From an optimization exercise on the open Yosys and OpenROAD flow, aimed at small area, a short achievable clock period and few clock cycles per item; shortcuts taken in it are not production practice.
In this exercise RTL edits were held to simulation tests only and were not proved equivalent to the original.
No driver is modelled on the clock port, so clock power and skew are understated where the tree is cut down; a real chip needs a root buffer or a tree.

==> inputs of run A <==
==> flow/design.v (excerpt) <==
module top(
    input clk,
    input rst,
    input [31:0] num,
    input start,
    output logic [31:0] Result,
    output done
    );
Settings: LEC_CHECK=0, CAP_MARGIN=20, CORE_AREA=2 2 66 66, CTS_BUF_LIST=sky130_fd_sc_hd__clkbuf_2, DIE_AREA=0 0 68 68, SLEW_MARGIN=20; clock period 10.0 ns.
standard.sh (not shown) runs the stock make flow with config.mk's settings and CLKGATE_MAP_FILE= SYNTH_SCRIPT=/design/flow/synth_recipe.tcl, a recipe that flattens the netlist after the stock synthesis.
==> flow/flow/run.sh <==
#!/bin/bash
# Own layout flow: the standard synthesis, its combinational logic mapped again for area
# (remap.sh), then the standard ORFS layout with plain buffers on the ports and a tighter
# setup target for repair_timing. Each tool's output goes to a log file of its own here.
set -euo pipefail
cd "$(dirname "$0")/.."
RES=orfs/results/$FLOW_PLATFORM/top/base
mkdir -p logs_flow
bash standard.sh synth > logs_flow/1_standard_synth.log 2>&1
cp $RES/1_2_yosys.v logs_flow/1_2_yosys.standard.v
bash flow/remap.sh logs_flow/1_2_yosys.standard.v $RES/1_2_yosys.v logs_flow constraint.sdc > logs_flow/2_remap.log 2>&1
rm -f $RES/1_synth.odb $RES/1_synth.sdc
VARS=("BUFFER_PORTS_ARGS=-buffer_cell sky130_fd_sc_hd__buf_1")
if [[ -n "${LAYOUT_VARS:-}" ]]; then IFS='|' read -ra more <<< "$LAYOUT_VARS"; VARS+=("${more[@]}"); fi
bash standard.sh "${VARS[@]}" finish > logs_flow/3_standard_layout.log 2>&1
==> flow/flow/remap.sh <==
#!/bin/bash
# Re-map the combinational logic of the standard synthesis with stronger ABC scripts and keep
# the smallest result. The flip-flops, the constant cell and every port stay as the standard
# synthesis made them: the cells are turned back into plain logic (unmap.py), except the
# sequential ones, and mapped again.
# usage: remap.sh NETLIST_IN NETLIST_OUT LOGDIR SDC
set -euo pipefail
IN=$1; OUT=$2; LOGS=$3; SDC=$4
HERE=$(cd "$(dirname "$0")" && pwd)
LIB=$FLOW_HOME/platforms/sky130hd/lib/sky130_fd_sc_hd__tt_025C_1v80.lib
TMP=$LOGS/remap; mkdir -p "$TMP"
python3 "$HERE/unmap.py" "$LIB" "$TMP/unmap.v" 2> "$TMP/unmap.log"
# the platform's don't-use cells
DU=$(awk '/DONT_USE_CELLS *\+=/{f=1} f{print; if ($0 !~ /\\$/) f=0}' "$FLOW_HOME/platforms/sky130hd/config.mk" \
     | tr ' \\' '\n\n' | grep '^sky130_fd_sc_hd__' | sort -u | sed 's/^/-dont_use /' | tr '\n' ' ')
echo "don't use: $DU"
i=0
# The flip-flops' fan-in (the operand checks and the hold multiplexers) has slack to spare and
# is mapped for area; the table behind the flip-flops, which sets the clock period, is mapped
# with each script below in turn.
run_one() {
  local k=$1 scr=$2
  printf '%s\n' "$scr" | tr ';' '\n' > "$TMP/rom$k.abc"
  printf '%s\n' "strash; dch; map -a" | tr ';' '\n' > "$TMP/in$k.abc"
  yosys -l "$TMP/remap$k.log" -p "
    read_liberty -lib $LIB
    read_verilog -defer $IN
    hierarchy -top top
    techmap -map $TMP/unmap.v
    techmap
    opt -purge
    select -set flops t:sky130_fd_sc_hd__df*
    select -set incone @flops %ci*
    select -set rom @incone %n
    abc -script $TMP/in$k.abc -liberty $LIB $DU @incone
    abc -script $TMP/rom$k.abc -liberty $LIB $DU @rom
    select -clear
    opt_clean -purge
    splitnets
    opt_clean -purge
    tee -q -o $TMP/stat$k.txt stat -liberty $LIB
    write_verilog -noexpr -noattr -nohex -nodec $TMP/cand$k.v" > /dev/null 2>&1 || true
}
DS="strash; &get -n; &deepsyn"
SCRIPTS=(
  "strash; dch; map"
  "$DS -T 20 -S 1; &put; balance; dch; map"
  "$DS -T 30 -S 2; &put; balance; dch; map"
  "$DS -T 40 -S 3; &put; balance; dch; map"
  "$DS -T 30 -S 4; &put; balance; dch; map -D 700"
  "$DS -T 30 -S 5; &put; &get -n; &b -d; &dch; &nf; &put"
  "$DS -T 25 -S 6; &put; balance; dch; map"
  "$DS -T 35 -S 7; &put; balance; dch; map"
)
for k in "${!SCRIPTS[@]}"; do run_one "$k" "${SCRIPTS[$k]}" & done
wait
best=""; bestS=""
for k in "${!SCRIPTS[@]}"; do
  a=$(sed -n "s/.*Chip area for module '.top': *//p" "$TMP/stat$k.txt" 2>/dev/null || true)
  [[ -n "$a" ]] || { echo "script $k failed"; continue; }
  cat > "$TMP/sta$k.tcl" <<EOT
read_liberty $LIB
read_verilog $TMP/cand$k.v
link_design top
read_sdc $SDC
set_propagated_clock [all_clocks]
report_checks -to [all_outputs] -format end -group_path_count 1
report_checks -to [all_registers -data_pins] -format end -group_path_count 1
EOT
  sta -no_init -exit "$TMP/sta$k.tcl" > "$TMP/sta$k.log" 2>&1 || true
  read -r o r < <(awk '/\(output\)/{o=$4} /\/D /{r=$(NF-2)} END{print o+0, r+0}' "$TMP/sta$k.log")
  s=$(awk "BEGIN{p=$o+2.5; if ($r > p) p=$r; printf \"%.1f\", ($a+290)*p}")
  echo "script $k: ${SCRIPTS[$k]}: area $a, output arrival $o, register arrival $r, estimate $s"
  if [[ -z "$bestS" ]] || awk "BEGIN{exit !($s < $bestS)}"; then best=$k; bestS=$s; fi
done
echo "chosen: script $best, estimate $bestS"
cp "$TMP/cand$best.v" "$OUT"
Other scripts of this flow, unchanged in this note and not shown: flow/flow/unmap.py
==> inputs of run Z, as changes to run A <==
--- a/flow/flow/run.sh
+++ b/flow/flow/run.sh
@@ -10,6 +10,10 @@
 cp $RES/1_2_yosys.v logs_flow/1_2_yosys.standard.v
 bash flow/remap.sh logs_flow/1_2_yosys.standard.v $RES/1_2_yosys.v logs_flow constraint.sdc > logs_flow/2_remap.log 2>&1
 rm -f $RES/1_synth.odb $RES/1_synth.sdc
-VARS=("BUFFER_PORTS_ARGS=-buffer_cell sky130_fd_sc_hd__buf_1")
+# Port buffers: the smallest plain buffer. Timing repair: upsizing only, aiming 5.85 ns below
+# the clock period (about where the added area stops paying for the shorter period). Clock
+# tree: one buffer for all six flip-flops (clkbuf.tcl, run after CTS).
+VARS=("BUFFER_PORTS_ARGS=-buffer_cell sky130_fd_sc_hd__buf_1" "SETUP_SLACK_MARGIN=5.85" "SETUP_MOVE_SEQUENCE=sizeup"
+      "POST_CTS_TCL=$PWD/flow/clkbuf.tcl")
 if [[ -n "${LAYOUT_VARS:-}" ]]; then IFS='|' read -ra more <<< "$LAYOUT_VARS"; VARS+=("${more[@]}"); fi
 bash standard.sh "${VARS[@]}" finish > logs_flow/3_standard_layout.log 2>&1
==> flow/flow/clkbuf.tcl (new file) <==
# Clock tree for a handful of flip-flops: after CTS, the tree CTS built is replaced by one
# clock buffer, placed at the centre of the flip-flops, that drives every flip-flop clock pin,
# so all of them see the same clock arrival through a single buffer. Run as the POST_CTS hook.
set block [ord::get_db_block]
set port_net [[$block findBTerm clk] getNet]
set sinks {}
set bufs {}
set nets {}
set queue [list $port_net]
while {[llength $queue]} {
  set net [lindex $queue 0]
  set queue [lrange $queue 1 end]
  foreach it [$net getITerms] {
    if {![$it isInputSignal]} { continue }
    set inst [$it getInst]
    if {[string match "sky130_fd_sc_hd__clkbuf_*" [[$inst getMaster] getName]]} {
      lappend bufs $inst
      set out [[$inst findITerm X] getNet]
      lappend nets $out
      lappend queue $out
    } else {
      lappend sinks $it
    }
  }
}
set xs 0; set ys 0
foreach it $sinks {
  set loc [[$it getInst] getLocation]
  incr xs [lindex $loc 0]; incr ys [lindex $loc 1]
  $it disconnect
}
foreach inst $bufs { odb::dbInst_destroy $inst }
foreach net $nets { odb::dbNet_destroy $net }
set master [[ord::get_db] findMaster sky130_fd_sc_hd__clkbuf_4]
set buf [odb::dbInst_create $block $master clkbuf_root]
set leaf [odb::dbNet_create $block clknet_root]
$leaf setSigType CLOCK
[$buf findITerm A] connect $port_net
[$buf findITerm X] connect $leaf
foreach it $sinks { $it connect $leaf }
set n [llength $sinks]
$buf setLocation [expr {$xs / $n}] [expr {$ys / $n}]
$buf setPlacementStatus PLACED
puts "clkbuf.tcl: removed [llength $bufs] CTS buffers; clkbuf_root drives $n clock pins"
detailed_placement
check_placement -verbose
estimate_parasitics -placement
report_clock_skew
==> inputs of run B, as changes to run A <==
--- a/flow/flow/run.sh
+++ b/flow/flow/run.sh
@@ -10,6 +10,8 @@
 cp $RES/1_2_yosys.v logs_flow/1_2_yosys.standard.v
 bash flow/remap.sh logs_flow/1_2_yosys.standard.v $RES/1_2_yosys.v logs_flow constraint.sdc > logs_flow/2_remap.log 2>&1
 rm -f $RES/1_synth.odb $RES/1_synth.sdc
-VARS=("BUFFER_PORTS_ARGS=-buffer_cell sky130_fd_sc_hd__buf_1")
+# Port buffers: the smallest plain buffer. Timing repair: upsizing only, aiming 5.8 ns below
+# the clock period (about where the added area stops paying for the shorter period).
+VARS=("BUFFER_PORTS_ARGS=-buffer_cell sky130_fd_sc_hd__buf_1" "SETUP_SLACK_MARGIN=5.8" "SETUP_MOVE_SEQUENCE=sizeup")
 if [[ -n "${LAYOUT_VARS:-}" ]]; then IFS='|' read -ra more <<< "$LAYOUT_VARS"; VARS+=("${more[@]}"); fi
 bash standard.sh "${VARS[@]}" finish > logs_flow/3_standard_layout.log 2>&1
==> inputs of run K, as changes to run A <==
==> flow/flow/run.sh (replaced) <==
#!/bin/bash
# Own layout flow: the standard synthesis, its combinational logic mapped again for area
# (remap.sh), then the standard ORFS layout with plain buffers on the ports and a tighter
# setup target for repair_timing. Each tool's output goes to a log file of its own here.
set -euo pipefail
cd "$(dirname "$0")/.."
RES=orfs/results/$FLOW_PLATFORM/top/base
mkdir -p logs_flow
bash standard.sh synth > logs_flow/1_standard_synth.log 2>&1
cp $RES/1_2_yosys.v logs_flow/1_2_yosys.standard.v
bash flow/remap.sh logs_flow/1_2_yosys.standard.v $RES/1_2_yosys.v logs_flow > logs_flow/2_remap.log 2>&1
rm -f $RES/1_synth.odb $RES/1_synth.sdc
bash standard.sh "BUFFER_PORTS_ARGS=-buffer_cell sky130_fd_sc_hd__buf_1" \
  "SETUP_SLACK_MARGIN=${SETUP_MARGIN:-0}" finish > logs_flow/3_standard_layout.log 2>&1
==> flow/flow/remap.sh (replaced) <==
#!/bin/bash
# Re-map the combinational logic of the standard synthesis with stronger ABC scripts and keep
# the smallest result. The flip-flops, the constant cell and every port stay as the standard
# synthesis made them: the cells are turned back into plain logic (unmap.py), except the
# sequential ones, and mapped again.
# usage: remap.sh NETLIST_IN NETLIST_OUT LOGDIR
set -euo pipefail
IN=$1; OUT=$2; LOGS=$3
HERE=$(cd "$(dirname "$0")" && pwd)
LIB=$FLOW_HOME/platforms/sky130hd/lib/sky130_fd_sc_hd__tt_025C_1v80.lib
TMP=$LOGS/remap; mkdir -p "$TMP"
python3 "$HERE/unmap.py" "$LIB" "$TMP/unmap.v" 2> "$TMP/unmap.log"
# the platform's don't-use cells
DU=$(awk '/DONT_USE_CELLS *\+=/{f=1} f{print; if ($0 !~ /\\$/) f=0}' "$FLOW_HOME/platforms/sky130hd/config.mk" \
     | tr ' \\' '\n\n' | grep '^sky130_fd_sc_hd__' | sort -u | sed 's/^/-dont_use /' | tr '\n' ' ')
echo "don't use: $DU"
i=0
run_one() {
  local k=$1 scr=$2
  printf '%s\n' "$scr" | tr ';' '\n' > "$TMP/s$k.abc"
  yosys -l "$TMP/remap$k.log" -p "
    read_liberty -lib $LIB
    read_verilog -defer $IN
    hierarchy -top top
    techmap -map $TMP/unmap.v
    techmap
    opt -purge
    abc -script $TMP/s$k.abc -liberty $LIB $DU
    opt_clean -purge
    splitnets
    opt_clean -purge
    tee -q -o $TMP/stat$k.txt stat -liberty $LIB
    write_verilog -noexpr -noattr -nohex -nodec $TMP/cand$k.v" > /dev/null 2>&1 || true
}
SCRIPTS=(
  "strash; dch; map -a; topo; dnsize"
  "strash; &get -n; &deepsyn -T 40 -S 1; &put; dch; map -a"
  "strash; &get -n; &deepsyn -T 40 -S 7; &put; dch; map -a"
  "strash; &get -n; &deepsyn -T 40 -S 23; &put; dch; map -a"
)
for k in "${!SCRIPTS[@]}"; do run_one "$k" "${SCRIPTS[$k]}" & done
wait
best=""; bestA=""
for k in "${!SCRIPTS[@]}"; do
  a=$(sed -n "s/.*Chip area for module '.top': *//p" "$TMP/stat$k.txt" 2>/dev/null || true)
  echo "script $k: ${SCRIPTS[$k]} area ${a:-failed}"
  [[ -n "$a" ]] || continue
  if [[ -z "$bestA" ]] || awk "BEGIN{exit !($a < $bestA)}"; then best=$k; bestA=$a; fi
done
echo "chosen: script $best, area $bestA"
cp "$TMP/cand$best.v" "$OUT"
Settings changed: CTS_BUF_LIST sky130_fd_sc_hd__clkbuf_2 to not set.
==> qor summary <==
|  | run A | run Z | run K | run B |
|---|---|---|---|---|
| Area taken by multi-input logic gates | 541 um^2 | 554 um^2 | 500 um^2 | 557 um^2 |
| CTS Hold Buffers Added | 0 | - | 0 | 0 |
| Result of the run | no timing/DRC/antenna violations | no timing/DRC/antenna violations | no timing/DRC/antenna violations | no timing/DRC/antenna violations |
| Final core occ | 27.3% | 27.5% | 27.4% | 27.8% |
| Vias per Instance | 4.90 | 4.90 | 5.22 | 4.91 |
| Time the final worst path needs with I/O delays and setup | 4.27 ns | 3.94 ns | 5.07 ns | 4.00 ns |
| Worst setup timing slack at the placement stage | 6.00 ns | 6.00 ns | 5.25 ns | 6.00 ns |
| TritonCTS clock tree | done | - | done | done |
| Worst setup slack after layout | 5.73 ns | 6.06 ns | 4.93 ns | 6.00 ns |
| Number of buffers added by the clock tree synthesis step | 3 | - | 3 | 3 |
| Synth-to-Final Area Change | 42.8% | 43.8% | 47.8% | 45.1% |
| Total routed wirelength | 2.85 mm | 2.85 mm | 2.96 mm | 2.88 mm |
| Buffer count excluding the clock tree in the final layout | 66 | - | 66 | 66 |
| Critical path arrival | 2.27 ns | 1.94 ns | 3.07 ns | 2.00 ns |
| Gr usage total | 12.5% | 12.3% | 12.6% | 12.6% |
| Syn_nets | 161 | 161 | 157 | 161 |
Testbench counts of run A, summed over its fixed seeds: cycles 2,400, items 2,400.
Testbench counts of run Z, summed over its fixed seeds: cycles 2,400, items 2,400.
Testbench counts of run B, summed over its fixed seeds: cycles 2,400, items 2,400.
Testbench counts of run K, summed over its fixed seeds: cycles 2,400, items 2,400.
In run Z the design's own scripts or RTL, not TritonCTS, make the clock network.

-- re-timing with driven ports --
Ports are ideal in the flow. The routed layouts listed here were re-timed in OpenROAD. Step 1: set_driving_cell puts a clkbuf_16 on clk and a buf_2 on each other input, an assumption about the parent block. Step 2 also shifts input and output timing later by t, the mid clock arrival at the registers, as if the neighbouring blocks saw the same clock. Three values: ideal, step 1, step 2; two values: the first two.
run | shift t [ns] | setup WS [ns] | slew at the worst register clock pin (ns) | worst slew at a driven data input, ns
run A | 0.233 | 5.733 / 5.717 / 5.950 | 0.05 / 0.05 | 0.03
run Z | 0.150 | 6.065 / 6.048 / 6.198 | 0.06 / 0.06 | 0.04
run B | 0.233 | 5.997 / 5.981 / 6.215 | 0.05 / 0.05 | 0.04
run K | 0.242 | 4.933 / 4.910 / 5.153 | 0.04 / 0.04 | 0.03
After both steps every run listed still meets setup and hold.
